Optimization exercise on an open flow, not production practice.
RTL: at most simulated, not proved equivalent.
Function not checked: runs 6 to 9.
Clock network not from TritonCTS: every run shown here.
The clock port is an ideal driver here.
Power: default activity.

## flow/run.sh

```bash
#!/bin/bash
# The standard layout, with plain buf_1 port buffers and a two-level
# inverter clock tree: after CTS, flow/mytree2.tcl replaces the tree with
# N1 first-level inverters fed from the clock port and N2 second-level
# inverters, each driving one cluster of flip-flops. Timing repair then
# runs after global routing as usual.
set -euo pipefail
HERE=$(pwd)
bash standard.sh finish \
  "BUFFER_PORTS_ARGS=-buffer_cell sky130_fd_sc_hd__buf_1" \
  "SKIP_CTS_REPAIR_TIMING=1" \
  "POST_CTS_TCL=$HERE/flow/mytree2.tcl" \
  "MYTREE_N1=4" "MYTREE_N2=8"  > standard_flow.log 2>&1
```

## flow/mytree2.tcl

```tcl
# Replace the clock tree built by CTS with a two-level inverter tree:
# the clock port feeds N1 first-level inverters, each of which feeds
# N2/N1 second-level inverters; each second-level inverter drives one
# cluster of flip-flops. Every flip-flop sees the clock through exactly
# two inverters, so the tree is balanced and keeps the clock's polarity.
set n1 [expr {[info exists ::env(MYTREE_N1)] ? $::env(MYTREE_N1) : 4}]
set n2 [expr {[info exists ::env(MYTREE_N2)] ? $::env(MYTREE_N2) : 8}]
set cell1 [expr {[info exists ::env(MYTREE_CELL1)] ? $::env(MYTREE_CELL1) : "sky130_fd_sc_hd__inv_12"}]
set cell2 [expr {[info exists ::env(MYTREE_CELL2)] ? $::env(MYTREE_CELL2) : "sky130_fd_sc_hd__inv_8"}]
set db [ord::get_db]
set block [ord::get_db_block]
set clk [$block findNet clk]

# sinks: every flip-flop clock pin, found through the existing tree
set sinks {}
set todo [list $clk]
set bufs {}
set dead {}
while {[llength $todo]} {
  set net [lindex $todo 0]; set todo [lrange $todo 1 end]
  foreach it [$net getITerms] {
    if {![$it isInputSignal] && [$it getIoType] ne "INPUT"} { continue }
    set inst [$it getInst]
    set mname [[$inst getMaster] getName]
    if {[string match "sky130_fd_sc_hd__df*" $mname]} {
      lappend sinks $it
    } else {
      # clock buffers and the dummy loads CTS hangs on the tree
      lappend bufs $inst
      foreach o [$inst getITerms] { if {[$o isOutputSignal]} { set n [$o getNet]; if {$n ne "NULL"} { lappend todo $n } } }
    }
  }
}
puts "mytree2: [llength $sinks] sinks, removing [llength $bufs] cells of the old tree"
foreach inst $bufs {
  foreach o [$inst getITerms] {
    if {[$o isOutputSignal]} { set n [$o getNet]; if {$n ne "NULL" && $n ne $clk} { lappend dead $n } }
  }
}
foreach it $sinks { $it disconnect }
foreach inst $bufs { odb::dbInst_destroy $inst }
foreach n [lsort -unique $dead] { odb::dbNet_destroy $n }

# balanced k-means: k clusters of at most ceil(n/k) points each
proc bkmeans {pts k} {
  set n [llength $pts]
  set cap [expr {($n + $k - 1) / $k}]
  set sorted [lsort -integer -index 0 $pts]
  set cents {}
  for {set c 0} {$c < $k} {incr c} {
    lappend cents [lindex $sorted [expr {int(($c + 0.5) * $n / $k)}]]
  }
  set assign {}
  for {set iter 0} {$iter < 40} {incr iter} {
    set pairs {}
    set i 0
    foreach p $pts {
      for {set c 0} {$c < $k} {incr c} {
        set q [lindex $cents $c]
        lappend pairs [list [expr {abs([lindex $p 0]-[lindex $q 0]) + abs([lindex $p 1]-[lindex $q 1])}] $i $c]
      }
      incr i
    }
    set assign [lrepeat $n -1]
    set fill [lrepeat $k 0]
    foreach pr [lsort -integer -index 0 $pairs] {
      lassign $pr d i c
      if {[lindex $assign $i] >= 0 || [lindex $fill $c] >= $cap} { continue }
      lset assign $i $c
      lset fill $c [expr {[lindex $fill $c] + 1}]
    }
    set newc {}
    for {set c 0} {$c < $k} {incr c} {
      set sx 0; set sy 0; set m 0
      foreach p $pts a $assign { if {$a == $c} { incr sx [lindex $p 0]; incr sy [lindex $p 1]; incr m } }
      if {$m} { lappend newc [list [expr {$sx/$m}] [expr {$sy/$m}]] } else { lappend newc [lindex $cents $c] }
    }
    set cents $newc
  }
  return [list $assign $cents]
}

proc add_inv {block master name x y innet} {
  set inst [odb::dbInst_create $block $master $name]
  set net [odb::dbNet_create $block "${name}_net"]
  $net setSigType CLOCK
  $inst setLocation $x $y
  $inst setPlacementStatus PLACED
  [$inst findITerm A] connect $innet
  [$inst findITerm Y] connect $net
  return $net
}

set pts {}
foreach it $sinks {
  set bb [[$it getInst] getBBox]
  lappend pts [list [expr {([$bb xMin]+[$bb xMax])/2}] [expr {([$bb yMin]+[$bb yMax])/2}]]
}
lassign [bkmeans $pts $n2] a2 c2
lassign [bkmeans $c2 $n1] a1 c1

set m1 [$db findMaster $cell1]
set m2 [$db findMaster $cell2]
set l1nets {}
for {set k 0} {$k < $n1} {incr k} {
  set c [lindex $c1 $k]
  lappend l1nets [add_inv $block $m1 "clkinv_l1_$k" [lindex $c 0] [lindex $c 1] $clk]
}
for {set k 0} {$k < $n2} {incr k} {
  set c [lindex $c2 $k]
  set net [add_inv $block $m2 "clkinv_l2_$k" [lindex $c 0] [lindex $c 1] [lindex $l1nets [lindex $a1 $k]]]
  set m 0
  foreach it $sinks a $a2 { if {$a == $k} { $it connect $net; incr m } }
  puts "mytree2: l2 $k under l1 [lindex $a1 $k] at $c drives $m sinks"
}
detailed_placement
```

## standard.sh

```bash
#!/bin/bash
# synth_recipe.tcl (not shown) runs the flow's synth.tcl, then flattens the netlist and writes it again
# the make line also repeats each setting of config.mk as NAME=value (left out here)
make -C /OpenROAD-flow-scripts/flow DESIGN_CONFIG=/design/flow/config.mk WORK_HOME=/design/flow/orfs CLKGATE_MAP_FILE= SYNTH_SCRIPT=/design/flow/synth_recipe.tcl "${@:-finish}"
```

## config.mk

```make
export PLATFORM = sky130hd
export DESIGN_NAME = LBP
export DESIGN_NICKNAME = LBP
export VERILOG_FILES = /design/flow/design.v
export SDC_FILE = /design/flow/constraint.sdc
export NUM_CORES = 4
export LEC_CHECK = 0
export CAP_MARGIN = 20
export CORE_MARGIN = 2
export CORE_UTILIZATION = 60
export SETUP_SLACK_MARGIN = 2.6
export SLEW_MARGIN = 20
```

## constraint.sdc

```tcl
create_clock -name core_clock -period 4.0 [get_ports {clk}]
set_input_delay 0.8000 -clock core_clock [delete_from_list [all_inputs] [get_ports {clk}]]
set_output_delay 0.8000 -clock core_clock [all_outputs]
set_load 0.01 [all_outputs]
```

## design.v

```verilog
`timescale 1ns/10ps
module LBP (
	input  clk,
	input  reset,
	output reg [13:0] gray_addr,
	output reg        gray_req,
	input             gray_ready,
	input      [7:0]  gray_data,
	output reg        lbp_valid,
	output reg [13:0] lbp_addr,
	output reg [7:0]  lbp_data,
	output reg        finish
);
	localparam H = 8;            
	wire [6:0] row = gray_addr[13:7];
	wire [6:0] col = gray_addr[6:0];
	reg  [2:0] s;                
	reg        endc;             
	reg        ends;             
	reg        last;             
	wire [6:0] row_step = {{4{endc}}, {2{ends}}, 1'b1};
	always @(posedge clk) begin
		if (reset) begin
			gray_req  <= 1'b0;
			lbp_valid <= 1'b0;
			finish    <= 1'b0;
		end else begin
			gray_req  <= gray_ready & ~finish & ~(gray_req & last);
			lbp_valid <= gray_req & (s >= 3'd2) & (col >= 7'd2);
			if (gray_req & last) finish <= 1'b1;
		end
	end
	always @(posedge clk) begin
		if (gray_req) begin
			{gray_addr[6:0], s} <= {col, s} + 10'd1;
			gray_addr[13:7] <= row + row_step;
		end else begin
			{gray_addr, s} <= 17'd0;
		end
	end
	always @(posedge clk) begin
		endc <= (s == 3'd6);
		ends <= (s == 3'd6) & (col == 7'd127);
		last <= (s == 3'd6) & (col == 7'd127) & (row == 7'd126);
	end
	reg [7:0] d [0:H];
	integer i;
	always @(posedge clk) begin
		d[0] <= gray_data;
		for (i = 1; i <= H; i = i + 1) d[i] <= d[i-1];
	end
	function [1:0] tcmp;
		input [7:0] a, b;
		reg [7:0] g, e;
		reg [3:0] g2, e2;
		reg [1:0] g4, e4;
		integer k;
		begin
			g = a & ~b; e = ~(a ^ b);
			for (k = 0; k < 4; k = k + 1) begin
				g2[k] = g[2*k+1] | (e[2*k+1] & g[2*k]);
				e2[k] = e[2*k+1] & e[2*k];
			end
			for (k = 0; k < 2; k = k + 1) begin
				g4[k] = g2[2*k+1] | (e2[2*k+1] & g2[2*k]);
				e4[k] = e2[2*k+1] & e2[2*k];
			end
			tcmp = {g4[1] | (e4[1] & g4[0]), e4[1] & e4[0]};
		end
	endfunction
	wire [7:0] c = d[H];
	wire [1:0] r_dg = tcmp(gray_data, c), r_hz = tcmp(d[0], c);
	wire [1:0] r_ad = tcmp(d[1], c),      r_vt = tcmp(d[H-1], c);
	wire ge_dg = r_dg[1] | r_dg[0],  le_dg = ~r_dg[1];
	wire ge_hz = r_hz[1] | r_hz[0],  le_hz = ~r_hz[1];
	wire ge_ad = r_ad[1] | r_ad[0],  le_ad = ~r_ad[1];
	wire ge_vt = r_vt[1] | r_vt[0],  le_vt = ~r_vt[1];
	reg [H:0]   q_dg;    
	reg [H-1:0] q_hz;
	reg [H-2:0] q_ad;
	reg         q_vt;
	always @(posedge clk) begin
		q_dg <= {q_dg[H-1:0], le_dg};
		q_hz <= {q_hz[H-2:0], le_hz};
		q_ad <= {q_ad[H-3:0], le_ad};
		q_vt <= le_vt;
	end
	always @(posedge clk) begin
		lbp_addr <= {row - 7'd1, col - 7'd1};
		lbp_data <= {ge_dg, ge_vt, q_ad[H-2], ge_hz, q_hz[H-1], ge_ad, q_vt, q_dg[H]};
	end
endmodule
```

==> flow_summary.yaml, run 1 <==
placed_design:
  postPlaceCellArea_um2: 4800
  dp_hpwl_um: 4470
  portBuffers: 49
  gp_congestion: 0.771
outcome:
  outcome: "timing/DRC/antenna clean"
cells_and_area:
  multi_input_area_um2: 1690
  num_antenna_cells: 0
  stdcell_area_um2: 5390
  seq_area_um2: 2920
  area_delta_synth_final_pct: 21.9
  nNetsFinal: 493
  drive_above_1_share_pct: 24.8
  fill_cells: 478
floorplanning:
  io_pins: 50
  core_area_um2: 7180
  start_util_pct: 61.6
  fp-row-count: 31
  die-area_um2: 8070
  die_y_um: 89.8
  die_w_um: 89.8
timing:
  worst_pin_slew_ns: 0.336
  finalSetupTns_ns: 0
  final_max_slew_viol_count: 0
  period_share_pct: 40.1
  finalCriticalPeriod_ns: 1.60
  setup_viol: 0
  finalHoldViolCount: 0
  max_freq_ghz: 0.624
  rsz0062_at_grt: "yes"
  maxSlewHeadroom_pct: 77.3
  skew_ns: 0.00658
synth:
  yosysSeqAreaShare_pct: 64.3
  yosys_warnings: 2
  synth_cell_types: 41
  synth_area_um2: 4420
  syn-num-nets: 416
  yosys_register_bits: 142
  synth_cells: 360
  ys.flop_type: "dfxtp_1"
  syn-mean-instance-area_um2: 12.3
  synth-edff-count: 0
  synth-async-reset-ratio_pct: 0
clock_network:
  insertion_delay_ns: 0.11
  cts_sinks: 142
  path_clk_slew_ns: 0.08
grt:
  grt_use_total_pct: 16.5
  antenna_found_initial: 0
  grtUsageMet2_pct: 28.3
  overflow: 0
  grt_max_degree: 25
  grt_first_pass_wirelength_um: 10900
  met1_usage_pct: 20.0
  busiest_layer: "met2"
  gr-usage-met3_pct: 4.27
  grt_pass1_vias: 2429
run:
  max_cap_violations: 0
setup_path:
  worstSetupPathType: "input pin to flip-flop"
  cp_cell_sequence: "buf_6, ha_4, a211oi_4, o21ai_2, a21o_1"
  worstSetupStartpointType: "input pin"
  cp_num_buf_inv: 1
  crit_slowest_cell: "a211oi_4"
  critPathMaxStageDelay_ns: 0.27
  crit_arrival_ns: 1.61
  end_kind: "flip-flop"
  worstPathRequired_ns: 4.01
  crit_path_max_fanout: 2
  r2r_slack_ns: 2.50
  cp_top_family: "compound AO/OA/AOI/OAI gates"
routing:
  wl_per_cell_um: 13.2
  drt_iter0_drc: 52
  final_antenna_net_count: 0
  first_pass_iters: 4
  drc: 0
  viasPerCell: 5.10
  wirelength_um: 7060
  vias: 2725
power_and_ir_drop:
  p_per_area_nw_per_um2: 423
  p_leak_nw: 2.34
  vdd_drop_max_mv: 0.335
  power_mw: 2.28
min_path:
  min_path_type: "flip-flop to flip-flop"
## cell usage after synthesis, drive strengths merged, types with 4 or more instances
master  number  share of area, %
nor2        12               1.0
and2         8               1.1
and3         4              0.59
a21oi       21               2.4
inv         19               1.6
dfxtp      142                64
nor2b        4              0.57
nand3        7              0.91
nor3         8               1.0
nand4        4              0.57
o21ai       17               1.9
nand2b       4              0.57
ha          44                12
xor2         9               1.8
nand2       15               1.3
xnor2        9               1.8
## logic make-up after synthesis
kind of cell    synth area share [%]
flops                           64.3
simple gates                    9.59
compound gates                  7.50
fa+ha+maj                       12.9
buf+inv                         2.15
xor+xnor                        3.57
## cell usage in the layout (no fill, tap or decap), types with 6 or more instances in the layout
| cell type | n |
|---|---|
| buf_1 | 25 |
| nor3_1 | 7 |
| ha_4 | 11 |
| buf_4 | 18 |
| buf_6 | 12 |
| nor2_1 | 12 |
| clkbuf_2 | 11 |
| inv_8 | 8 |
| a21oi_1 | 20 |
| nand3_1 | 6 |
| xor2_1 | 9 |
| xnor2_1 | 9 |
| o21ai_0 | 10 |
| and2_1 | 8 |
| nand2_1 | 15 |
| ha_1 | 32 |
| dfxtp_1 | 120 |
| dfxtp_4 | 18 |
| inv_1 | 12 |
## per-layer routing
metal,vias up,wire length (um)
met2,69,3510
met4,0,178
met1,1254,3070
li1,1383,-
met3,19,312
met5,-,0
## power by group
part | switching (mW) | internal (mW)
combinational | 0.0794 | 0.0666
clock | 0.462 | 0.145
sequential | 0.0312 | 1.50
total | 0.572 | 1.71
## state kept, by name (all words and copies together), names as in the netlist, 3 cells and up
name	cells
q_hz	8
d	72
q_ad	7
q_dg	9
lbp_addr	14
lbp_data	8
s	3
gray_addr	14
## worst paths after layout
path | start | endpoint | cells past startpoint
worst min register to register | d[3][2]$_DFF_P_ | d[4][2]$_DFF_P_ | 0
worst max-delay path | gray_data[1] | lbp_data[7]$_DFF_P_ | 5
worst min-delay path | d[3][2]$_DFF_P_ | d[4][2]$_DFF_P_ | 0
worst max register to register | gray_addr[8]$_SDFF_PN0_ | gray_addr[13]$_SDFF_PN0_ | 6
## metrics by stage
stage | utilization (%) | worst slack, ns | hold WS (ns) | cells
finish | 75.1 | 2.40 | 0.325 | 534
global route | 75.1 | 2.35 | 0.325 | 534
detailed placement | 66.9 | 2.22 | 0.312 | 504
global placement | 66.9 | 2.25 | 0.310 | 504
floorplan | - | 2.48 | 0.310 | 360
## area by class of cell
class	instances	area share, %
Timing Repair Buffer	67	7.87
Multi-Input combinational cell	195	31.4
Sequential cell	142	54.1
Tap cell	99	2.30
Inverter	31	4.34
Testbench counts, summed over its fixed seeds: cycles 344,080, images 16.
==> run 2: changes to the inputs <==
--- a/config.mk
+++ b/config.mk
@@ -10,3 +10,4 @@
 export CORE_UTILIZATION = 60
-export SETUP_SLACK_MARGIN = 2.6
+export SETUP_SLACK_MARGIN = 2.55
 export SLEW_MARGIN = 20
+export TNS_END_PERCENT = 20
==> run 2 against run 1 <==
  * Still clean
  * Total power increased by 0.37%
  * Synthesized cell count unchanged
  * Routed wire length decreased by 2.7%
  * Via count decreased by 2.8%
  * Global-route usage increased by 0.75 points
  * Flip-flop and latch count unchanged
  * Combinational power decreased by 5%
  * Hold slack improved by 0.0013 ns
  * Register-to-register slack got worse by 0.03 ns
==> flow_summary.yaml, run 2 <==
floorplanning:
  start_util_pct: 61.6
  die-area_um2: 8070
  die_y_um: 89.8
  die_w_um: 89.8
  fp-row-count: 31
  core_area_um2: 7180
  io_pins: 50
run:
  max_cap_violations: 0
placed_design:
  dp_hpwl_um: 4600
  gp_congestion: 0.794
  portBuffers: 49
power_and_ir_drop:
  vdd_drop_max_mv: 0.295
  power_switching_mw: 0.578
  p_int_mw: 1.71
  p_leak_nw: 2.18
  pwr-share-clk_pct: 26.9
  sw_frac_of_total_pct: 25.2
  p_per_area_nw_per_um2: 453
  pwr-share-seq_pct: 67.0
  p_comb_share_pct: 6.1
outcome:
  outcome: "timing/DRC/antenna clean"
routing:
  first_pass_iters: 4
  drc: 0
  wl_per_cell_um: 13.2
  final_antenna_net_count: 0
  wirelength_um: 6870
  vias: 2648
  viasPerCell: 5.07
  drt_iter0_drc: 34
setup_path:
  worstSetupStartpointType: "flip-flop"
  cp_cell_sequence: "buf_1"
  worstPathRequired_ns: 3.20
  critPathMaxStageDelay_ns: 0.48
  cp_top_family: "flip-flops"
  end_kind: "output port"
  regToRegStartpoint: "d[8][3]$_DFF_P_"
  cp_num_buf_inv: 1
  startpoint: "gray_req$_SDFF_PP0_"
  worstSetupPathType: "flip-flop to output port"
  crit_arrival_ns: 0.76
  crit_slowest_cell: "dfxtp_4"
  crit_path_max_fanout: 24
cells_and_area:
  reg_top3: "d: 72 flops, gray_addr: 14 flops, lbp_addr: 14 flops"
  largest_reg_flops: 72
  num_antenna_cells: 0
  nNetsFinal: 481
  layout_commonest_cell: "dfxtp_1"
  drive_above_1_share_pct: 12.1
  fill_cells: 521
  area_delta_synth_final_pct: 14.5
  regMostFlops: "d"
  layout_common_cells: "dfxtp_1, buf_1, ha_1, a21oi_1, inv_1"
timing:
  max_freq_ghz: 0.640
  maxSlewHeadroom_pct: 75.7
  skew_ns: 0.0108
  worst_pin_slew_ns: 0.361
  finalSetupTns_ns: 0
  setup_viol: 0
  rsz0062_at_grt: "yes"
  period_share_pct: 39.1
  holdWs_ns: 0.327
  finalCriticalPeriod_ns: 1.56
  final_max_slew_viol_count: 0
  finalHoldViolCount: 0
clock_network:
  cts_sinks: 142
  insertion_delay_ns: 0.11
  path_clk_slew_ns: 0.09
grt:
  grt_max_degree: 25
  grt_first_pass_wirelength_um: 11300
  overflow: 0
  antenna_found_initial: 0
  grt_use_total_pct: 17.2
  grt_pass1_vias: 2633
min_path:
  min_path_type: "flip-flop to flip-flop"
  min_from: "q_ad[3]$_DFF_P_"
synth:
  synthTopCellsByArea: "dfxtp_1, ha_1, a21oi_1"
  yosysSeqAreaShare_pct: 64.3
  synth-edff-count: 0
  synth_cells: 360
  synth.most_common_cell: "dfxtp_1"
  synth-async-reset-ratio_pct: 0
  synth_area_um2: 4420
  synth_top_cells_by_count: "dfxtp_1, ha_1, a21oi_1"
  yosys_warnings: 2
  yosys_register_bits: 142
  synth_area_leader_cell: "dfxtp_1"
  synth_cell_types: 41
  synth_top_cell_area_share_pct: 64.3
  ys.flop_type: "dfxtp_1"
  syn-mean-instance-area_um2: 12.3
  syn-num-nets: 416
## run 2: final cells by class
class                   count  area [um^2]  share of cell area, %
multi-input cells         195         1600                   31.6
flip-flops and latches    142         2870                   56.7
inverters                  31          229                   4.52
well taps                  99          124                   2.45
repair buffers             55          239                   4.72
## run 2: power by group through the flow
stage / clock network, mW / logic [mW] / registers [mW]
global route: 0.692 / 0.160 / 1.54
detailed placement: 0 / 0.129 / 1.57
floorplan: 0 / 0.0814 / 1.56
global placement: 0 / 0.125 / 1.56
finish: 0.616 / 0.139 / 1.54
## run 2: path summary, 6_finish.rpt
kind                            depth (start not counted)             endpoint  slack (ns)
worst max-delay path                                    1             gray_req        2.44
worst min-delay path                                    0      q_ad[4]$_DFF_P_        0.33
worst max register to register                          5  lbp_data[2]$_DFF_P_        2.47
worst min register to register                          0      q_ad[4]$_DFF_P_        0.33
## run 2: worst reg2reg max path, delay by kind of cell, from the launching register on
kind                     cells  cell delay, ns
adder cells (fa/ha/maj)      1            0.37
flip-flops                   1            0.31
AO/OA/AOI/OAI                3            0.63
buffers and inverters        1            0.11
## run 2: metal layers
| layer | global-route usage [%] | vias to the layer above | part of all wire, % |
|---|---|---|---|
| met5 | 0 | - | 0 |
| met4 | 6.79 | 0 | 2.2 |
| met3 | 4.95 | 14 | 4.4 |
| met2 | 30.3 | 57 | 49 |
| met1 | 19.8 | 1222 | 45 |
| li1 | - | 1355 | - |
## run 2: metrics by stage
| stage | setup slack, ns | power [mW] | cells | util, % | area, um^2 |
|---|---|---|---|---|---|
| floorplan | 2.48 | 1.65 | 360 | - | 4490 |
| global placement | 2.23 | 1.69 | 504 | 66.6 | 4780 |
| detailed placement | 2.23 | 1.70 | 504 | 66.6 | 4780 |
| global route | 2.38 | 2.39 | 522 | 70.5 | 5060 |
| finish | 2.44 | 2.29 | 522 | 70.5 | 5060 |
## run 2: cells by family after synthesis
family          share of synthesized area [%]
compound gates                           7.50
xor+xnor                                 3.57
fa+ha+maj                                12.9
buf+inv                                  2.15
flops                                    64.3
simple gates                             9.59
==> run 3: changes to the inputs <==
--- a/config.mk
+++ b/config.mk
@@ -10,3 +10,3 @@
 export CORE_UTILIZATION = 60
-export SETUP_SLACK_MARGIN = 2.55
+export SETUP_SLACK_MARGIN = 2.45
 export SLEW_MARGIN = 20
==> run 3 against run 2 <==
  * Synthesized area is the same
  * Synthesized cell count is the same
  * Critical path depth grew 4
  * Clock power shrank 1%
  * Core utilization shrank 0.89 points
  * Register-to-register slack is essentially flat
  * Maximum frequency shrank 2.7%
  * Die area is the same
  * Sequential power is essentially flat
  * Global-route usage grew 0.13 points
  * Combinational power shrank 3%
  * First-iteration DRC count grew 18%
==> flow_summary.yaml, run 3 <==
synth:
  synth_cells: 360
  ys.flop_type: "dfxtp_1"
  synth-async-reset-ratio_pct: 0
  synth_top_cells_by_count: "dfxtp_1, ha_1, a21oi_1"
  synth_cell_types: 41
  synth_top_cell_area_share_pct: 64.3
  yosysSeqAreaShare_pct: 64.3
  synth.most_common_cell: "dfxtp_1"
  synth_area_um2: 4420
  yosys_register_bits: 142
  synth_area_leader_cell: "dfxtp_1"
  synth-edff-count: 0
  synthTopCellsByArea: "dfxtp_1, ha_1, a21oi_1"
  syn-mean-instance-area_um2: 12.3
  syn-num-nets: 416
  yosys_warnings: 2
timing:
  worst_pin_slew_ns: 0.359
  finalHoldViolCount: 0
  setup_viol: 0
  final_max_slew_viol_count: 0
  skew_ns: 0.0159
  finalSetupTns_ns: 0
  period_share_pct: 40.2
  finalCriticalPeriod_ns: 1.61
  rsz0062_at_grt: "yes"
  max_freq_ghz: 0.622
  setup_ws_ns: 2.39
  maxSlewHeadroom_pct: 75.8
cells_and_area:
  area_delta_synth_final_pct: 13.0
  fin_util_pct: 69.6
  fill_cells: 523
  reg_top3: "d: 72 flops, gray_addr: 14 flops, lbp_addr: 14 flops"
  layout_commonest_cell: "dfxtp_1"
  nNetsFinal: 477
  stdcell_area_um2: 5000
  num_antenna_cells: 0
  regMostFlops: "d"
  layout_common_cells: "dfxtp_1, buf_1, ha_1, a21oi_1, inv_1"
  seq_area_um2: 2860
  largest_reg_flops: 72
  multi_input_area_um2: 1590
  drive_above_1_share_pct: 9.55
clock_network:
  cts_sinks: 142
  insertion_delay_ns: 0.11
  path_clk_slew_ns: 0.09
routing:
  first_pass_iters: 4
  drt_iter0_drc: 40
  final_antenna_net_count: 0
  vias: 2687
  drc: 0
  wl_per_cell_um: 13.4
  viasPerCell: 5.19
  wirelength_um: 6950
grt:
  grt_max_degree: 25
  grt_pass1_vias: 2641
  grt_first_pass_wirelength_um: 11300
  grt_use_total_pct: 17.4
  overflow: 0
  antenna_found_initial: 0
setup_path:
  timing.rr.end: "gray_addr[12]$_SDFF_PN0_"
  worstPathRequired_ns: 4.01
  worstSetupStartpointType: "input pin"
  crit_slowest_cell: "ha_4"
  critPathMaxStageDelay_ns: 0.22
  worstSetupPathType: "input pin to flip-flop"
  regToRegStartpoint: "gray_addr[12]$_SDFF_PN0_"
  end_kind: "flip-flop"
  cp_cell_sequence: "buf_1, ha_4, a41oi_2, o21ai_1, a21o_1"
  startpoint: "gray_data[3]"
  r2r_slack_ns: 2.48
  rr_worst_depth: 5
  crit_path_max_fanout: 2
  crit_arrival_ns: 1.62
floorplanning:
  die-area_um2: 8070
  die_y_um: 89.8
  core_area_um2: 7180
  fp-row-count: 31
  io_pins: 50
  die_w_um: 89.8
  start_util_pct: 61.6
placed_design:
  pre_cts_ws_ns: 2.24
  postPlaceCellArea_um2: 4770
  dp_hpwl_um: 4690
  portBuffers: 49
  gp_congestion: 0.797
power_and_ir_drop:
  vdd_drop_max_mv: 0.317
  p_per_area_nw_per_um2: 456
  power_mw: 2.28
  p_leak_nw: 2.14
min_path:
  min_path_type: "flip-flop to flip-flop"
  min_from: "q_hz[6]$_DFF_P_"
  holdPathStages: 0
  hold_end: "q_hz[7]$_DFF_P_"
outcome:
  outcome: "timing/DRC/antenna clean"
run:
  max_cap_violations: 0
-- run 3: worst max path at each step --
| stage | depth (start not counted) | slack, ns | endpoint |
|---|---|---|---|
| after floorplan | 6 | 2.44 | gray_addr[13]$_SDFF_PN0_ |
| after global routing | 5 | 2.33 | lbp_data[7]$_DFF_P_ |
| final | 5 | 2.39 | lbp_data[7]$_DFF_P_ |
| after global placement | 1 | 2.25 | gray_req |
| after detailed placement | 5 | 2.24 | lbp_data[7]$_DFF_P_ |
-- run 3: cell type report --
cell class                      count  area share (%)
Multi-Input combinational cell    195            31.8
Inverter                           31            4.53
Tap cell                           99            2.48
Timing Repair Buffer               51            4.01
Sequential cell                   142            57.2
-- run 3: metal layers --
metal  share of wire (%)  global-route usage, %  vias up
li1                    -                      -     1347
met1                  42                   19.1     1265
met2                  51                   31.8       57
met3                 3.9                   4.27       18
met4                 2.9                   7.44        0
met5                   0                      0        -
-- run 3: kinds of logic after synthesis --
kind of cell / synth area share [%]
flip-flops: 64.3
buffers and inverters: 2.15
AO/OA/AOI/OAI: 7.50
adder cells (fa/ha/maj): 12.9
XOR/XNOR: 3.57
AND/OR/NAND/NOR: 9.59
-- run 3: metrics by stage --
stage                     cells  hold WS, ns
after floorplan             360        0.310
after global placement      504        0.310
after detailed placement    504        0.312
after global routing        518        0.331
final                       518        0.317
-- run 3: power by group --
group / switching, mW / internal, mW / leakage, nW / total (mW)
Sequential: 0.0287 / 1.51 / 1.19 / 1.54
Clock: 0.465 / 0.145 / 0.0776 / 0.610
Combinational: 0.0777 / 0.0576 / 0.873 / 0.135
Total: 0.571 / 1.71 / 2.14 / 2.28
-- run 3: worst max-delay path, delay by kind of cell --
kind | cells | cell delay (ns)
AO/OA/AOI/OAI | 3 | 0.46
adder cells (fa/ha/maj) | 1 | 0.22
buffers and inverters | 1 | 0.14
==> run 4: changes to the inputs <==
--- a/config.mk
+++ b/config.mk
@@ -9,5 +9,4 @@
 export CORE_MARGIN = 2
-export CORE_UTILIZATION = 60
+export CORE_UTILIZATION = 50
 export SETUP_SLACK_MARGIN = 2.45
 export SLEW_MARGIN = 20
-export TNS_END_PERCENT = 20
==> run 4 against run 3 <==
  * Still clean on timing, DRC and antenna
  * Setup slack improved by 0.013 ns
  * Final cell count increased by 1.5%
  * Routed wire length decreased by 7.4%
  * Hold slack improved by 0.0059 ns
  * Clock power about the same
  * Core utilization fell by 12 points
  * Total power barely moved
  * Critical endpoint unchanged
  * Largest cell class unchanged
  * Largest power group unchanged
==> flow_summary.yaml, run 4 <==
outcome:
  outcome: "timing/DRC/antenna clean"
floorplanning:
  die-area_um2: 9610
  fp-row-count: 34
  die_w_um: 98.0
  start_util_pct: 51.2
  core_area_um2: 8640
  io_pins: 50
  die_y_um: 98.0
cells_and_area:
  layout_commonest_cell: "dfxtp_1"
  stdcell_area_um2: 5020
  area_delta_synth_final_pct: 13.5
  fill_cells: 719
  multi_input_area_um2: 1590
  nNetsFinal: 476
  num_antenna_cells: 0
  drive_above_1_share_pct: 11.5
  layout_common_cells: "dfxtp_1, buf_1, ha_1, a21oi_1, inv_1"
  regMostFlops: "d"
  largest_reg_flops: 72
  reg_top3: "d: 72 flops, gray_addr: 14 flops, lbp_addr: 14 flops"
  seq_area_um2: 2870
routing:
  drc: 0
  vias: 2595
  drt_iter0_drc: 43
  final_antenna_net_count: 0
  wl_per_cell_um: 12.2
  first_pass_iters: 4
  wirelength_um: 6440
  viasPerCell: 4.93
placed_design:
  dp_hpwl_um: 4700
  gp_congestion: 0.744
  portBuffers: 49
  postPlaceCellArea_um2: 4780
grt:
  busiest_layer: "met2"
  grt_first_pass_wirelength_um: 11200
  grt_max_degree: 25
  grtUsageMet2_pct: 24.8
  overflow: 0
  antenna_found_initial: 0
  grt_pass1_vias: 2543
  met1_usage_pct: 17.3
  gr-usage-met3_pct: 3.65
  grt_use_total_pct: 14.3
synth:
  syn-mean-instance-area_um2: 12.3
  syn-num-nets: 416
  synth_cell_types: 41
  synth-async-reset-ratio_pct: 0
  synth-edff-count: 0
  synthTopCellsByArea: "dfxtp_1, ha_1, a21oi_1"
  synth_top_cells_by_count: "dfxtp_1, ha_1, a21oi_1"
  yosys_register_bits: 142
  ys.flop_type: "dfxtp_1"
  synth_cells: 360
  yosys_warnings: 2
  synth_top_cell_area_share_pct: 64.3
  yosysSeqAreaShare_pct: 64.3
  synth_area_leader_cell: "dfxtp_1"
  synth.most_common_cell: "dfxtp_1"
  synth_area_um2: 4420
timing:
  skew_ns: 0.0107
  max_freq_ghz: 0.627
  worst_pin_slew_ns: 0.387
  period_share_pct: 39.9
  maxSlewHeadroom_pct: 73.9
  setup_viol: 0
  final_max_slew_viol_count: 0
  finalHoldViolCount: 0
  rsz0062_at_grt: "yes"
  finalCriticalPeriod_ns: 1.59
  finalSetupTns_ns: 0
power_and_ir_drop:
  pwr-share-seq_pct: 67.4
  p_int_mw: 1.71
  p_leak_nw: 2.15
  pwr-share-clk_pct: 26.7
  p_comb_share_pct: 5.9
  p_per_area_nw_per_um2: 454
  vdd_drop_max_mv: 0.282
  sw_frac_of_total_pct: 24.9
  power_switching_mw: 0.568
setup_path:
  end_kind: "flip-flop"
  crit_path_max_fanout: 2
  critPathMaxStageDelay_ns: 0.23
  cp_num_buf_inv: 1
  cp_cell_sequence: "buf_6, ha_4, a211oi_4, o21ai_1, a21o_1"
  worstPathRequired_ns: 4.01
  worstSetupPathType: "input pin to flip-flop"
  cp_top_family: "compound AO/OA/AOI/OAI gates"
  worstSetupStartpointType: "input pin"
  crit_slowest_cell: "a211oi_4"
  crit_arrival_ns: 1.60
clock_network:
  insertion_delay_ns: 0.11
  cts_sinks: 142
  path_clk_slew_ns: 0.09
run:
  max_cap_violations: 0
min_path:
  min_path_type: "flip-flop to flip-flop"
## run 4: cell counts after synthesis
Identical to the previous run, type by type.
## run 4: per-stage QoR
| stage | utilization [%] | worst slack [ns] | hold WS [ns] | instances | power (mW) |
|---|---|---|---|---|---|
| finish | 58.1 | 2.41 | 0.323 | 526 | 2.28 |
| global route | 58.1 | 2.38 | 0.336 | 526 | 2.40 |
| detailed placement | 55.4 | 2.23 | 0.312 | 513 | 1.70 |
| global placement | 55.4 | 2.26 | 0.310 | 513 | 1.69 |
| floorplan | - | 2.45 | 0.310 | 360 | 1.65 |
## run 4: cells by family after synthesis
| kind of cell | Yosys count | synth area share, % |
|---|---|---|
| flops | 142 | 64.3 |
| compound gates | 56 | 7.50 |
| simple gates | 76 | 9.59 |
| fa+ha+maj | 45 | 12.9 |
| buf+inv | 23 | 2.15 |
| xor+xnor | 18 | 3.57 |
## run 4: path summary, 6_finish.rpt
check / slack [ns] / endpoint / from / cells after the start
worst min register to register: 0.32 / d[7][4]$_DFF_P_ / d[6][4]$_DFF_P_ / 0
worst max register to register: 2.50 / gray_addr[11]$_SDFF_PN0_ / ends$_DFF_P_ / 6
worst min-delay path: 0.32 / d[7][4]$_DFF_P_ / d[6][4]$_DFF_P_ / 0
worst max-delay path: 2.41 / lbp_data[7]$_DFF_P_ / gray_data[1] / 5
## run 4: power by group through the flow
| stage | sequential, mW | combinational, mW | clock (mW) |
|---|---|---|---|
| global placement | 1.56 | 0.125 | 0 |
| finish | 1.54 | 0.136 | 0.608 |
| floorplan | 1.56 | 0.0814 | 0 |
| global route | 1.54 | 0.155 | 0.696 |
| detailed placement | 1.57 | 0.130 | 0 |
## run 4: cell type report
| cell class | instances | share of cell area (%) |
|---|---|---|
| Inverter | 31 | 4.51 |
| Multi-Input combinational cell | 195 | 31.6 |
| Sequential cell | 142 | 57.2 |
| Tap cell | 108 | 2.69 |
| Timing Repair Buffer | 50 | 3.97 |
## run 4: routing by layer
layer	share of wire, %	wire [um]
met1	45	2900
met4	2.7	172
met2	48	3090
met5	0	0
met3	4.3	274
==> run 5: changes to the inputs <==
--- a/config.mk
+++ b/config.mk
@@ -9,3 +9,3 @@
 export CORE_MARGIN = 2
-export CORE_UTILIZATION = 50
+export CORE_UTILIZATION = 60
 export SETUP_SLACK_MARGIN = 2.45
==> run 5 against run 4 <==
  * Still clean
  * Via count up 1.6%
  * Setup slack improved by 0.016 ns
  * Design area hardly changed
  * Global-route usage rose by 2.6 points
  * Final cell count fell by 1.7%
  * Register-to-register slack improved by 0.02 ns
  * Flip-flop and latch count unchanged
  * Sequential power hardly changed
  * Synthesized cell count stayed put
  * Maximum frequency increased by 1.0%
  * Total power barely moved
==> flow_summary.yaml, run 5 <==
outcome:
  outcome: "timing/DRC/antenna clean"
floorplanning:
  die_y_um: 89.8
  io_pins: 50
  die-area_um2: 8070
  core_area_um2: 7180
  die_w_um: 89.8
  fp-row-count: 31
  start_util_pct: 61.6
cells_and_area:
  drive_above_1_share_pct: 11.7
  regMostFlops: "d"
  num_antenna_cells: 0
  nNetsFinal: 476
  multi_input_area_um2: 1600
  area_delta_synth_final_pct: 13.5
  final-instance-count-excl-fill: 517
  layout_common_cells: "dfxtp_1, buf_1, ha_1, a21oi_1, inv_1"
  stdcell_area_um2: 5020
  largest_reg_flops: 72
  fill_cells: 549
  reg_top3: "d: 72 flops, gray_addr: 14 flops, lbp_addr: 14 flops"
  layout_commonest_cell: "dfxtp_1"
  fin_util_pct: 70.0
  seq_area_um2: 2880
setup_path:
  cp_num_buf_inv: 1
  worstSetupPathType: "input pin to flip-flop"
  crit_path_max_fanout: 2
  worstSetupStartpointType: "input pin"
  end_kind: "flip-flop"
  worstPathRequired_ns: 4.02
  crit_arrival_ns: 1.60
  cp_cell_sequence: "buf_1, ha_4, a41oi_2, o21ai_1, a21o_1"
  cp_top_family: "compound AO/OA/AOI/OAI gates"
  crit_slowest_cell: "ha_4"
  critPathMaxStageDelay_ns: 0.22
placed_design:
  pre_cts_ws_ns: 2.24
  placed_cells: 504
  postPlaceCellArea_um2: 4770
  portBuffers: 49
  gp_congestion: 0.788
  dp_hpwl_um: 4630
synth:
  synth-async-reset-ratio_pct: 0
  synth.most_common_cell: "dfxtp_1"
  synth_area_leader_cell: "dfxtp_1"
  synth_cells: 360
  synth_area_um2: 4420
  synth_top_cell_area_share_pct: 64.3
  yosys_warnings: 2
  synth_top_cells_by_count: "dfxtp_1, ha_1, a21oi_1"
  yosys_register_bits: 142
  syn-mean-instance-area_um2: 12.3
  yosysSeqAreaShare_pct: 64.3
  syn-num-nets: 416
  synth-edff-count: 0
  ys.flop_type: "dfxtp_1"
  synthTopCellsByArea: "dfxtp_1, ha_1, a21oi_1"
  synth_cell_types: 41
run:
  max_cap_violations: 0
grt:
  grt_max_degree: 25
  grt_pass1_vias: 2536
  grt_use_total_pct: 16.9
  grt_first_pass_wirelength_um: 11100
  antenna_found_initial: 0
  overflow: 0
min_path:
  min_path_type: "flip-flop to flip-flop"
power_and_ir_drop:
  power_mw: 2.28
  p_per_area_nw_per_um2: 454
  vdd_drop_max_mv: 0.281
  sw_frac_of_total_pct: 25.1
  pwr-share-seq_pct: 67.4
  power_switching_mw: 0.572
  pwr-share-clk_pct: 26.8
  p_comb_share_pct: 5.8
  p_leak_nw: 2.14
  p_int_mw: 1.71
timing:
  finalSetupTns_ns: 0
  holdWs_ns: 0.320
  worst_pin_slew_ns: 0.351
  final_max_slew_viol_count: 0
  skew_ns: 0.0143
  max_freq_ghz: 0.634
  maxSlewHeadroom_pct: 76.4
  finalCriticalPeriod_ns: 1.58
  setup_ws_ns: 2.42
  setup_viol: 0
  period_share_pct: 39.4
  finalHoldViolCount: 0
  rsz0062_at_grt: "yes"
clock_network:
  path_clk_slew_ns: 0.09
  insertion_delay_ns: 0.11
  cts_sinks: 142
routing:
  viasPerCell: 5.10
  drc: 0
  wirelength_um: 6740
  final_antenna_net_count: 0
  wl_per_cell_um: 13.0
  first_pass_iters: 4
  vias: 2636
  drt_iter0_drc: 72
-- run 5: cell count changes in the layout (fill, tap and decap cells not counted), moves of 2 or more --
cell	previous run	this run
inv_1	18	16
o21ai_2	2	0
ha_4	4	6
dfxtp_2	11	9
clkbuf_2	0	2
ha_1	40	38
o21ai_1	1	4
dfxtp_4	4	6
a21oi_2	2	0
-- run 5: cell families (layout without fill, tap and decap cells) --
family	after synthesis	after routing	synth area share [%]
AND/OR/NAND/NOR	76	76	9.59
adder cells (fa/ha/maj)	45	45	12.9
buffers and inverters	23	81	2.15
AO/OA/AOI/OAI	56	56	7.50
XOR/XNOR	18	18	3.57
flip-flops	142	142	64.3
-- run 5: cell type report --
cell class	instances	area share, %
inverters	31	4.56
well taps	99	2.47
repair buffers	50	3.86
flip-flops and latches	142	57.3
multi-input cells	195	31.8
-- run 5: path summary, 6_finish.rpt --
| check | start | end | slack (ns) | cells past startpoint |
|---|---|---|---|---|
| worst min register to register | d[3][1]$_DFF_P_ | d[4][1]$_DFF_P_ | 0.32 | 0 |
| worst max register to register | ends$_DFF_P_ | gray_addr[13]$_SDFF_PN0_ | 2.52 | 6 |
| worst max-delay path | gray_data[3] | lbp_data[7]$_DFF_P_ | 2.42 | 5 |
| worst min-delay path | d[3][1]$_DFF_P_ | d[4][1]$_DFF_P_ | 0.32 | 0 |
-- run 5: power by group through the flow --
| stage | sequential [mW] | combinational (mW) | clock, mW |
|---|---|---|---|
| 2_1_floorplan | 1.56 | 0.0814 | 0 |
| 3_3_place_gp | 1.56 | 0.125 | 0 |
| 3_5_place_dp | 1.57 | 0.129 | 0 |
| 5_1_grt | 1.54 | 0.153 | 0.698 |
| 6_report | 1.54 | 0.132 | 0.611 |
-- run 5: routing by layer --
metal	global-route usage (%)	wire length, um	vias to the layer above
li1	-	-	1354
met1	20.9	3090	1213
met2	28.9	3260	57
met3	4.19	265	12
met4	6.15	124	0
met5	0	0	-
==> run 6: changes to the inputs <==
--- a/design.v
+++ b/design.v
@@ -21,2 +21,3 @@
 	wire [6:0] row_step = {{4{endc}}, {2{ends}}, 1'b1};
+	reg run;
 	always @(posedge clk) begin
@@ -24,2 +25,3 @@
 			gray_req  <= 1'b0;
+			run       <= 1'b0;
 			lbp_valid <= 1'b0;
@@ -28,4 +30,5 @@
 			gray_req  <= gray_ready & ~finish & ~(gray_req & last);
-			lbp_valid <= gray_req & (s >= 3'd2) & (col >= 7'd2);
-			if (gray_req & last) finish <= 1'b1;
+			run       <= gray_ready & ~finish & ~(run & last);
+			lbp_valid <= run & (s >= 3'd2) & (col >= 7'd2);
+			if (run & last) finish <= 1'b1;
 		end
@@ -33,3 +36,3 @@
 	always @(posedge clk) begin
-		if (gray_req) begin
+		if (run) begin
 			{gray_addr[6:0], s} <= {col, s} + 10'd1;
==> run 6 against run 5 <==
  * Sequential power barely moved
  * Largest power group unchanged
  * Flip-flop and latch count increased by 1
  * Clock skew down 0.0049 ns
  * Design area rose by 0.52%
  * Routed wire length increased by 0.21%
  * Combinational power rose by 5%
==> flow_summary.yaml, run 6 <==
cells_and_area:
  nNetsFinal: 479
  fill_cells: 531
  layout_common_cells: "dfxtp_1, buf_1, ha_1, a21oi_1, inv_1"
  fin_util_pct: 69.9
  layout_commonest_cell: "dfxtp_1"
  num_antenna_cells: 0
  stdcell_area_um2: 5050
  area_delta_synth_final_pct: 13.3
  largest_reg_flops: 72
  drive_above_1_share_pct: 12.8
  regMostFlops: "d"
  reg_top3: "d: 72 flops, gray_addr: 14 flops, lbp_addr: 14 flops"
placed_design:
  portBuffers: 49
  gp_congestion: 0.767
  postPlaceCellArea_um2: 4800
  dp_hpwl_um: 4590
routing:
  vias: 2661
  first_pass_iters: 4
  drc: 0
  wl_per_cell_um: 13.0
  drt_iter0_drc: 41
  final_antenna_net_count: 0
  wirelength_um: 6750
  viasPerCell: 5.12
synth:
  synth-xor-area-share_pct: 3.54
  synth_cells: 363
  synth_top_cell_area_share_pct: 64.3
  synth-async-reset-ratio_pct: 0
  yosys_register_bits: 143
  yosysSeqAreaShare_pct: 64.3
  synth_top_family_by_area: "adder cells"
  ys.flop_type: "dfxtp_1"
  synth-edff-count: 0
  synthMuxAreaShare_pct: 0
  synth_fa_ha_area_share_pct: 12.8
  synth_top_cells_by_count: "dfxtp_1, ha_1, a21oi_1"
  yosys_warnings: 2
  synth.most_common_cell: "dfxtp_1"
  synth_area_leader_cell: "dfxtp_1"
  synth_cell_types: 41
  synth-compound-area-share_pct: 7.67
  synthSimpleGateAreaFrac_pct: 9.55
  syn-num-nets: 419
  synthTopCellsByArea: "dfxtp_1, ha_1, a21oi_1"
  syn-mean-instance-area_um2: 12.3
  synth_area_um2: 4450
setup_path:
  end_kind: "flip-flop"
  crit_arrival_ns: 1.60
  rr_worst_depth: 6
  cp_cell_sequence: "buf_1, ha_1, a21oi_1, o21ai_2, a21o_1"
  worstSetupStartpointType: "input pin"
  worstPathRequired_ns: 4.00
  critPathMaxStageDelay_ns: 0.28
  crit_path_max_fanout: 2
  worstSetupPathType: "input pin to flip-flop"
  crit_slowest_cell: "ha_1"
floorplanning:
  die_y_um: 90.2
  die_w_um: 90.2
  io_pins: 50
  die-area_um2: 8130
  fp-row-count: 31
  start_util_pct: 61.7
  core_area_um2: 7210
timing:
  holdWs_ns: 0.321
  finalHoldViolCount: 0
  rsz0062_at_grt: "yes"
  finalSetupTns_ns: 0
  final_max_slew_viol_count: 0
  maxSlewHeadroom_pct: 74.0
  max_freq_ghz: 0.627
  worst_pin_slew_ns: 0.385
  finalCriticalPeriod_ns: 1.59
  setup_viol: 0
  skew_ns: 0.00945
  period_share_pct: 39.9
clock_network:
  insertion_delay_ns: 0.11
  cts_sinks: 143
  path_clk_slew_ns: 0.09
power_and_ir_drop:
  vdd_drop_max_mv: 0.283
  p_leak_nw: 2.16
  power_mw: 2.30
  p_per_area_nw_per_um2: 455
run:
  max_cap_violations: 0
grt:
  antenna_found_initial: 0
  grt_pass1_vias: 2528
  grt_first_pass_wirelength_um: 11300
  overflow: 0
  grt_use_total_pct: 17.1
  grt_max_degree: 25
outcome:
  outcome: "timing/DRC/antenna clean"
min_path:
  holdPathStages: 0
  min_path_type: "flip-flop to flip-flop"
run 6: cell count changes after synthesis, sizes merged:
cell / change
a21oi: +2
and3: -1
dfxtp: +1
nand3b: +1
run 6: final cells by class:
class	count	area, um^2	share of cell area (%)
sequential	143	2890	57.3
multi-input combinational	197	1610	31.9
inverter	31	226	4.49
timing repair buffer	50	195	3.87
tap	99	124	2.45
run 6: report_power, final:
| part | total, mW | leakage [nW] | internal, mW | switching [mW] |
|---|---|---|---|---|
| Sequential | 1.55 | 1.20 | 1.52 | 0.0293 |
| Clock | 0.610 | 0.0776 | 0.144 | 0.466 |
| Combinational | 0.139 | 0.879 | 0.0601 | 0.0785 |
| Total | 2.30 | 2.16 | 1.72 | 0.573 |
run 6: logic make-up after synthesis:
logic type,after synthesis
XOR/XNOR,18
buffers and inverters,23
AO/OA/AOI/OAI,58
flip-flops,143
adder cells (fa/ha/maj),45
AND/OR/NAND/NOR,76
run 6: final timing paths:
path	start	to	slack (ns)
max	gray_data[5]	lbp_data[7]$_DFF_P_	2.41
min	d[6][6]$_DFF_P_	d[7][6]$_DFF_P_	0.32
max reg2reg	ends$_DFF_P_	gray_addr[11]$_SDFF_PN0_	2.54
min reg2reg	d[6][6]$_DFF_P_	d[7][6]$_DFF_P_	0.32
run 6: metal layers:
metal / track usage (%) / wire, um
met4: 5.90 / 125
met3: 4.61 / 280
met2: 30.2 / 3390
met5: 0 / 0
met1: 20.0 / 2950
run 6: critical path, delay by kind of cell:
family                     cells  cell delay (ns)
AOI/OAI and AO/OA              3             0.42
adders and majority gates      1             0.28
buffers and inverters          1             0.09
run 6: metrics by stage:
stage          setup WS [ns]  instances
3_5_place_dp            2.25        507
2_1_floorplan           2.45        363
6_report                2.41        520
3_3_place_gp            2.28        507
5_1_grt                 2.37        520
==> run 7: changes to the inputs <==
--- a/config.mk
+++ b/config.mk
@@ -10,3 +10,4 @@
 export CORE_UTILIZATION = 60
-export SETUP_SLACK_MARGIN = 2.45
+export SETUP_SLACK_MARGIN = 2.55
 export SLEW_MARGIN = 20
+export TNS_END_PERCENT = 20
==> run 7 against run 6 <==
  * Synthesized cell count is the same
  * Flip-flop and latch count stayed put
  * Core utilization rose by 0.66 points
  * Clock skew increased by 0.0026 ns
  * Routed wire length is the same
  * Hold slack better by 0.0061 ns
  * Combinational power about the same
  * Die area is the same
  * Highest routed layer unchanged
==> flow_summary.yaml, run 7 <==
cells_and_area:
  layout_common_cells: "dfxtp_1, buf_1, ha_1, a21oi_1, inv_1"
  seq_area_um2: 2890
  multi_input_area_um2: 1600
  num_antenna_cells: 0
  area_delta_synth_final_pct: 14.4
  nNetsFinal: 486
  drive_above_1_share_pct: 13.1
  layout_commonest_cell: "dfxtp_1"
  reg_top3: "d: 72 flops, gray_addr: 14 flops, lbp_addr: 14 flops"
  regMostFlops: "d"
  fill_cells: 556
  largest_reg_flops: 72
min_path:
  holdPathStages: 0
  hold_end: "q_hz[5]$_DFF_P_"
  min_path_type: "flip-flop to flip-flop"
  min_from: "q_hz[4]$_DFF_P_"
setup_path:
  worstPathRequired_ns: 4.02
  worstSetupStartpointType: "input pin"
  rr_worst_depth: 6
  startpoint: "gray_data[1]"
  crit_path_max_fanout: 2
  worstSetupPathType: "input pin to flip-flop"
  timing.rr.end: "gray_addr[13]$_SDFF_PN0_"
  regToRegStartpoint: "gray_addr[7]$_SDFF_PN0_"
  end_kind: "flip-flop"
  r2r_slack_ns: 2.53
  crit_arrival_ns: 1.59
synth:
  synth_cells: 363
  synthTopCellsByArea: "dfxtp_1, ha_1, a21oi_1"
  synth_area_leader_cell: "dfxtp_1"
  yosys_register_bits: 143
  synth_area_um2: 4450
  synth_top_cell_area_share_pct: 64.3
  yosysSeqAreaShare_pct: 64.3
  synth-async-reset-ratio_pct: 0
  syn-num-nets: 419
  syn-mean-instance-area_um2: 12.3
  synth.most_common_cell: "dfxtp_1"
  synth-edff-count: 0
  synth_top_cells_by_count: "dfxtp_1, ha_1, a21oi_1"
  yosys_warnings: 2
  ys.flop_type: "dfxtp_1"
  synth_cell_types: 41
timing:
  period_share_pct: 39.4
  worst_pin_slew_ns: 0.385
  finalHoldViolCount: 0
  setup_viol: 0
  maxSlewHeadroom_pct: 74.0
  skew_ns: 0.0120
  holdWs_ns: 0.327
  final_max_slew_viol_count: 0
  finalCriticalPeriod_ns: 1.57
  max_freq_ghz: 0.635
  rsz0062_at_grt: "yes"
  finalSetupTns_ns: 0
routing:
  wl_per_cell_um: 12.8
  drc: 0
  wirelength_um: 6750
  final_antenna_net_count: 0
  viasPerCell: 5.05
  first_pass_iters: 4
  drt_iter0_drc: 47
  vias: 2661
clock_network:
  insertion_delay_ns: 0.11
  cts_sinks: 143
  path_clk_slew_ns: 0.09
floorplanning:
  start_util_pct: 61.7
  io_pins: 50
  core_area_um2: 7210
  fp-row-count: 31
  die-area_um2: 8130
  die_w_um: 90.2
  die_y_um: 90.2
grt:
  grt_use_total_pct: 16.9
  overflow: 0
  grt_pass1_vias: 2520
  antenna_found_initial: 0
  grt_first_pass_wirelength_um: 11000
  grt_max_degree: 25
placed_design:
  gp_congestion: 0.748
  portBuffers: 49
  dp_hpwl_um: 4650
power_and_ir_drop:
  vdd_drop_max_mv: 0.375
  p_leak_nw: 2.19
  p_per_area_nw_per_um2: 450
outcome:
  outcome: "timing/DRC/antenna clean"
run:
  max_cap_violations: 0
run 7: how the worst max path moves through the flow:
stage / to / slack, ns / cells past startpoint
global route: q_dg[0]$_DFF_P_ / 2.40 / 5
global placement: lbp_data[7]$_DFF_P_ / 2.30 / 5
detailed placement: lbp_data[7]$_DFF_P_ / 2.26 / 5
finish: lbp_data[7]$_DFF_P_ / 2.43 / 5
floorplan: lbp_data[7]$_DFF_P_ / 2.48 / 4
run 7: where the power goes:
part | internal (mW) | switching, mW
sequential | 1.52 | 0.0298
combinational | 0.0588 | 0.0769
clock | 0.145 | 0.464
run 7: worst max-delay path, cell delays in order:
cell      delay (ns)
buf_1           0.13
ha_4            0.22
a211oi_2        0.21
o21ai_1         0.08
a21o_1          0.15
run 7: cell type report:
cell class | instances | share of cell area (%)
repair buffers | 57 | 4.99
well taps | 99 | 2.43
flip-flops and latches | 143 | 56.7
inverters | 31 | 4.54
multi-input cells | 197 | 31.3
run 7: through the flow:
step	power, mW	instances	utilization [%]	setup slack [ns]	area, um^2
floorplan	1.66	363	-	2.48	4520
global placement	1.70	507	66.6	2.30	4810
detailed placement	1.71	507	66.6	2.26	4810
global route	2.40	527	70.6	2.40	5090
finish	2.29	527	70.6	2.43	5090
run 7: logic make-up (layout without fill, tap and decap cells):
group | Yosys count | after routing | synth area share (%)
XOR/XNOR | 18 | 18 | 3.54
buffers and inverters | 23 | 88 | 2.14
AND/OR/NAND/NOR | 76 | 76 | 9.55
flip-flops | 143 | 143 | 64.3
AO/OA/AOI/OAI | 58 | 58 | 7.67
adder cells (fa/ha/maj) | 45 | 45 | 12.8
run 7: routing by layer:
layer	up-vias	global-route usage, %	part of all wire [%]
met5	-	0	0
met4	0	6.92	3.4
met3	19	4.95	4.3
met2	65	29.9	49
met1	1206	19.2	44
li1	1371	-	-
==> run 8: changes to the inputs <==
--- a/design.v
+++ b/design.v
@@ -21,3 +21,2 @@
 	wire [6:0] row_step = {{4{endc}}, {2{ends}}, 1'b1};
-	reg run;
 	always @(posedge clk) begin
@@ -25,3 +24,2 @@
 			gray_req  <= 1'b0;
-			run       <= 1'b0;
 			lbp_valid <= 1'b0;
@@ -30,5 +28,4 @@
 			gray_req  <= gray_ready & ~finish & ~(gray_req & last);
-			run       <= gray_ready & ~finish & ~(run & last);
-			lbp_valid <= run & (s >= 3'd2) & (col >= 7'd2);
-			if (run & last) finish <= 1'b1;
+			lbp_valid <= gray_req & (s >= 3'd2) & (col >= 7'd2);
+			if (gray_req & last) finish <= 1'b1;
 		end
@@ -36,3 +33,3 @@
 	always @(posedge clk) begin
-		if (run) begin
+		if (gray_req) begin
 			{gray_addr[6:0], s} <= {col, s} + 10'd1;
@@ -54,19 +51,9 @@
 	end
-	function [1:0] tcmp;
+	function [1:0] cmp3;
 		input [7:0] a, b;
-		reg [7:0] g, e;
-		reg [3:0] g2, e2;
-		reg [1:0] g4, e4;
-		integer k;
+		reg gh, lh, gl, ll;
 		begin
-			g = a & ~b; e = ~(a ^ b);
-			for (k = 0; k < 4; k = k + 1) begin
-				g2[k] = g[2*k+1] | (e[2*k+1] & g[2*k]);
-				e2[k] = e[2*k+1] & e[2*k];
-			end
-			for (k = 0; k < 2; k = k + 1) begin
-				g4[k] = g2[2*k+1] | (e2[2*k+1] & g2[2*k]);
-				e4[k] = e2[2*k+1] & e2[2*k];
-			end
-			tcmp = {g4[1] | (e4[1] & g4[0]), e4[1] & e4[0]};
+			gh = a[7:4] > b[7:4]; lh = a[7:4] < b[7:4];
+			gl = a[3:0] > b[3:0]; ll = a[3:0] < b[3:0];
+			cmp3 = {~(lh | (~gh & ll)), ~(gh | (~lh & gl))};
 		end
@@ -74,8 +61,7 @@
 	wire [7:0] c = d[H];
-	wire [1:0] r_dg = tcmp(gray_data, c), r_hz = tcmp(d[0], c);
-	wire [1:0] r_ad = tcmp(d[1], c),      r_vt = tcmp(d[H-1], c);
-	wire ge_dg = r_dg[1] | r_dg[0],  le_dg = ~r_dg[1];
-	wire ge_hz = r_hz[1] | r_hz[0],  le_hz = ~r_hz[1];
-	wire ge_ad = r_ad[1] | r_ad[0],  le_ad = ~r_ad[1];
-	wire ge_vt = r_vt[1] | r_vt[0],  le_vt = ~r_vt[1];
+	wire ge_dg, le_dg, ge_hz, le_hz, ge_ad, le_ad, ge_vt, le_vt;
+	assign {ge_dg, le_dg} = cmp3(gray_data, c);
+	assign {ge_hz, le_hz} = cmp3(d[0], c);
+	assign {ge_ad, le_ad} = cmp3(d[1], c);
+	assign {ge_vt, le_vt} = cmp3(d[H-1], c);
 	reg [H:0]   q_dg;    
--- a/config.mk
+++ b/config.mk
@@ -10,4 +10,3 @@
 export CORE_UTILIZATION = 60
-export SETUP_SLACK_MARGIN = 2.55
+export SETUP_SLACK_MARGIN = 2.45
 export SLEW_MARGIN = 20
-export TNS_END_PERCENT = 20
==> run 8 against run 7 <==
  * Still clean on timing, DRC and antenna
  * Sequential power about the same
  * Critical path depth increased by 1
  * Total power decreased by 0.54%
==> flow_summary.yaml, run 8 <==
outcome:
  outcome: "timing/DRC/antenna clean"
synth:
  syn-num-nets: 423
  synth_top_cell_area_share_pct: 64.7
  synth-async-reset-ratio_pct: 0
  syn-mean-instance-area_um2: 12.0
  yosysSeqAreaShare_pct: 64.7
  synth_cell_types: 36
  synth_area_leader_cell: "dfxtp_1"
  yosys_register_bits: 142
  synth.most_common_cell: "dfxtp_1"
  synth_cells: 367
  synth_area_um2: 4390
  yosys_warnings: 2
  synth_top_cells_by_count: "dfxtp_1, ha_1, inv_1"
  synthTopCellsByArea: "dfxtp_1, ha_1, inv_1"
  synth-edff-count: 0
  ys.flop_type: "dfxtp_1"
timing:
  finalSetupTns_ns: 0
  setup_ws_ns: 2.32
  skew_ns: 0.0100
  holdWs_ns: 0.326
  rsz0062_at_grt: "yes"
  finalCriticalPeriod_ns: 1.68
  setup_viol: 0
  period_share_pct: 42.1
  maxSlewHeadroom_pct: 73.7
  finalHoldViolCount: 0
  max_freq_ghz: 0.594
  final_max_slew_viol_count: 0
  worst_pin_slew_ns: 0.391
setup_path:
  end_kind: "flip-flop"
  r2r_slack_ns: 2.36
  worstSetupStartpointType: "input pin"
  regToRegStartpoint: "gray_addr[8]$_SDFF_PN0_"
  critPathMaxStageDelay_ns: 0.21
  rr_worst_depth: 6
  timing.rr.end: "gray_addr[12]$_SDFF_PN0_"
  worstSetupPathType: "input pin to flip-flop"
  cp_cell_sequence: "buf_8, ha_4, nor2b_4, o211ai_1, nand3_2, and2_1"
  crit_arrival_ns: 1.69
  worstPathRequired_ns: 4.01
  crit_path_max_fanout: 2
  crit_slowest_cell: "o211ai_1"
routing:
  wl_per_cell_um: 12.4
  drt_iter0_drc: 64
  drc: 0
  first_pass_iters: 4
  wirelength_um: 6620
  viasPerCell: 4.97
  final_antenna_net_count: 0
  vias: 2642
grt:
  grt_max_degree: 19
  antenna_found_initial: 0
  overflow: 0
  grt_use_total_pct: 17.5
  grt_first_pass_wirelength_um: 10900
  grt_pass1_vias: 2513
floorplanning:
  die-area_um2: 8020
  die_y_um: 89.5
  start_util_pct: 61.2
  fp-row-count: 31
  io_pins: 50
  die_w_um: 89.5
  core_area_um2: 7180
cells_and_area:
  drive_above_1_share_pct: 13.9
  regMostFlops: "d"
  nNetsFinal: 491
  layout_common_cells: "dfxtp_1, buf_1, ha_1, inv_1, nor2_1"
  reg_top3: "d: 72 flops, gray_addr: 14 flops, lbp_addr: 14 flops"
  layout_commonest_cell: "dfxtp_1"
  largest_reg_flops: 72
  fill_cells: 540
  area_delta_synth_final_pct: 16.0
  final-instance-count-excl-fill: 532
  num_antenna_cells: 0
placed_design:
  pre_cts_ws_ns: 2.21
  portBuffers: 49
  gp_congestion: 0.789
  placed_cells: 512
  dp_hpwl_um: 4480
min_path:
  holdPathStages: 0
  min_path_type: "flip-flop to flip-flop"
  hold_end: "lbp_data[0]$_DFF_P_"
  min_from: "q_dg[8]$_DFF_P_"
clock_network:
  insertion_delay_ns: 0.11
  cts_sinks: 142
  path_clk_slew_ns: 0.08
power_and_ir_drop:
  vdd_drop_max_mv: 0.348
  p_per_area_nw_per_um2: 448
  p_leak_nw: 2.14
run:
  max_cap_violations: 0
-- run 8: worst max-delay path: cells and delay by family --
| kind | cells | cell delay [ns] |
|---|---|---|
| simple gates | 3 | 0.37 |
| buf+inv | 1 | 0.10 |
| fa+ha+maj | 1 | 0.20 |
| compound gates | 1 | 0.21 |
-- run 8: worst max path at each step --
| stage | cells after the start | startpoint | end | slack (ns) |
|---|---|---|---|---|
| 2_1_floorplan | 5 | gray_data[1] | lbp_data[7]$_DFF_P_ | 2.40 |
| 3_3_place_gp | 6 | gray_data[1] | lbp_data[7]$_DFF_P_ | 2.22 |
| 3_5_place_dp | 6 | gray_data[1] | lbp_data[7]$_DFF_P_ | 2.21 |
| 5_1_grt | 6 | gray_data[1] | lbp_data[7]$_DFF_P_ | 2.26 |
| 6_report | 6 | gray_data[1] | lbp_data[7]$_DFF_P_ | 2.32 |
-- run 8: logic make-up (layout without fill, tap and decap cells) --
logic type | Yosys count | count (layout) | synth area share, %
flops | 142 | 142 | 64.7
simple gates | 93 | 93 | 10.7
fa+ha+maj | 45 | 45 | 13.0
compound gates | 37 | 37 | 5.13
buf+inv | 32 | 98 | 2.79
xor+xnor | 18 | 18 | 3.59
-- run 8: power by group --
| part | leakage, nW | switching [mW] | total (mW) | internal (mW) |
|---|---|---|---|---|
| Clock | 0.0776 | 0.460 | 0.605 | 0.144 |
| Combinational | 0.865 | 0.0757 | 0.135 | 0.0591 |
| Sequential | 1.20 | 0.0303 | 1.54 | 1.51 |
| Total | 2.14 | 0.566 | 2.28 | 1.71 |
-- run 8: final cells by class --
type | instances | area [um^2] | share of cell area [%]
inverters | 41 | 268 | 5.26
multi-input cells | 193 | 1550 | 30.5
flip-flops and latches | 142 | 2880 | 56.5
well taps | 99 | 124 | 2.43
repair buffers | 57 | 270 | 5.31
-- run 8: metal layers --
layer / GRT usage [%] / vias to the layer above / part of all wire, %
li1: - / 1360 / -
met1: 20.4 / 1201 / 44
met2: 31.3 / 65 / 49
met3: 3.42 / 16 / 3.7
met4: 7.19 / 0 / 2.9
met5: 0 / - / 0
-- run 8: metrics by stage --
stage          power [mW]  util [%]  instance area, um^2
6_report             2.28      71.0                 5090
5_1_grt              2.39      71.0                 5090
3_5_place_dp         1.69      66.0                 4740
3_3_place_gp         1.68      66.0                 4740
2_1_floorplan        1.64         -                 4440
==> run 9: changes to the inputs <==
--- a/design.v
+++ b/design.v
@@ -51,10 +51,5 @@
 	end
-	function [1:0] cmp3;
+	function [1:0] cmp3;   
 		input [7:0] a, b;
-		reg gh, lh, gl, ll;
-		begin
-			gh = a[7:4] > b[7:4]; lh = a[7:4] < b[7:4];
-			gl = a[3:0] > b[3:0]; ll = a[3:0] < b[3:0];
-			cmp3 = {~(lh | (~gh & ll)), ~(gh | (~lh & gl))};
-		end
+		cmp3 = {a >= b, a <= b};
 	endfunction
==> run 9 against run 8 <==
  * Die area grew 1.5%
  * Design area is 1.7% higher
  * Clock power about the same
  * Hold slack worse by 0.0067 ns
  * Critical path depth decreased by 1
  * Clock skew is 0.0012 ns lower
  * Sequential share of layout area is 0.87 points lower
  * Total power is 0.97% higher
  * Setup slack gained 0.0055 ns
  * Routed wire length increased by 10%
  * Synthesized area increased by 1.5%
  * Largest power group unchanged
  * Highest routed layer unchanged
==> flow_summary.yaml, run 9 <==
outcome:
  outcome: "timing/DRC/antenna clean"
synth:
  yosys_warnings: 2
  syn-mean-instance-area_um2: 12.0
  synth_top_cells_by_count: "dfxtp_1, ha_1, nor2_1"
  syn-num-nets: 426
  synth-compound-area-share_pct: 6.54
  synth_top_cell_area_share_pct: 63.8
  synthSimpleGateAreaFrac_pct: 11.1
  synth_top_family_by_area: "adder cells"
  synthMuxAreaShare_pct: 0.225
  synth-async-reset-ratio_pct: 0
  synth-edff-count: 0
  yosysSeqAreaShare_pct: 63.8
  ys.flop_type: "dfxtp_1"
  synth_cell_types: 45
floorplanning:
  die_y_um: 90.2
  die-area_um2: 8140
  fp-row-count: 31
  start_util_pct: 61.8
  core_area_um2: 7210
  io_pins: 50
  die_w_um: 90.2
clock_network:
  path_clk_slew_ns: 0.08
  cts_sinks: 142
  insertion_delay_ns: 0.11
cells_and_area:
  nNetsFinal: 487
  area_delta_synth_final_pct: 16.2
  reg_top3: "d: 72 flops, gray_addr: 14 flops, lbp_addr: 14 flops"
  num_antenna_cells: 0
  largest_reg_flops: 72
  stdcell_area_um2: 5180
  regMostFlops: "d"
  drive_above_1_share_pct: 15.6
  layout_commonest_cell: "dfxtp_1"
setup_path:
  end_kind: "flip-flop"
  crit_arrival_ns: 1.68
  worstPathRequired_ns: 4.00
  crit_path_max_fanout: 3
  worstSetupPathType: "input pin to flip-flop"
timing:
  final_max_slew_viol_count: 0
  finalHoldViolCount: 0
  setup_ws_ns: 2.32
  period_share_pct: 41.9
  worst_pin_slew_ns: 0.405
  rsz0062_at_grt: "yes"
  finalSetupTns_ns: 0
run:
  max_cap_violations: 0
grt:
  grt_first_pass_wirelength_um: 11700
  grt_max_degree: 20
  overflow: 0
  grt_pass1_vias: 2613
power_and_ir_drop:
  power_mw: 2.30
  p_leak_nw: 2.13
  p_int_mw: 1.72
  pwr-share-clk_pct: 26.4
  p_comb_share_pct: 6.8
  p_per_area_nw_per_um2: 444
  vdd_drop_max_mv: 0.255
  power_switching_mw: 0.582
routing:
  wl_per_cell_um: 13.8
  drc: 0
  viasPerCell: 5.20
  drt_iter0_drc: 60
  vias: 2744
  first_pass_iters: 4
  wirelength_um: 7280
placed_design:
  gp_congestion: 0.763
  dp_hpwl_um: 4770
  pre_cts_ws_ns: 2.16
  portBuffers: 49
min_path:
  min_path_type: "flip-flop to flip-flop"
[run 9: changes by cell type after synthesis, sizes merged, moves of 3 or more]
cell | before | now
and2 | 5 | 1
and4 | 4 | 1
inv | 28 | 21
nand2 | 20 | 15
nand2b | 1 | 4
nand3 | 12 | 9
nand4 | 3 | 11
nor2 | 22 | 28
nor3 | 10 | 5
o211ai | 5 | 1
o21ai | 8 | 12
xor2 | 10 | 7
[run 9: path summary, 6_finish.rpt]
kind                              end  slack, ns                     from  depth (start not counted)
min                   q_ad[4]$_DFF_P_       0.32          q_ad[3]$_DFF_P_                          0
max reg2reg  gray_addr[13]$_SDFF_PN0_       2.47  gray_addr[8]$_SDFF_PN0_                          6
min reg2reg           q_ad[4]$_DFF_P_       0.32          q_ad[3]$_DFF_P_                          0
max                   q_dg[0]$_DFF_P_       2.32             gray_data[6]                          5
[run 9: stage by stage]
step                utilization (%)  std cells
finish                         71.8        528
global route                   71.8        528
detailed placement             66.4        514
global placement               66.4        514
floorplan                         -        370
[run 9: cell families after synthesis]
group,after synthesis
flip-flops,142
buffers and inverters,25
XOR/XNOR,17
multiplexers,1
adder cells (fa/ha/maj),45
AND/OR/NAND/NOR,94
AO/OA/AOI/OAI,46
[run 9: power by group through the flow]
stage / registers (mW) / clock network [mW] / logic (mW)
2_1_floorplan: 1.57 / 0 / 0.0863
3_3_place_gp: 1.56 / 0 / 0.130
3_5_place_dp: 1.57 / 0 / 0.136
5_1_grt: 1.54 / 0.682 / 0.178
6_report: 1.54 / 0.607 / 0.158
[run 9: critical path, cell delays in order]
cell,delay (ns)
buf_6,0.10
ha_4,0.25
nand4_1,0.14
o21bai_4,0.20
a22o_1,0.20
[run 9: area by class of cell]
class                      instances  area (um^2)  share of cell area, %
sequential                       142         2880                   55.6
multi-input combinational        203         1710                   32.9
timing repair buffer              51          235                   4.54
inverter                          33          234                   4.52
tap                               99          124                   2.39
[run 9: per-layer routing]
layer  track usage [%]  share of wire [%]  up-vias
li1                  -                  -     1391
met1              21.4                 44     1272
met2              30.8                 50       61
met3              4.36                3.7       20
met4              6.67                2.7        0
met5                 0                  0        -
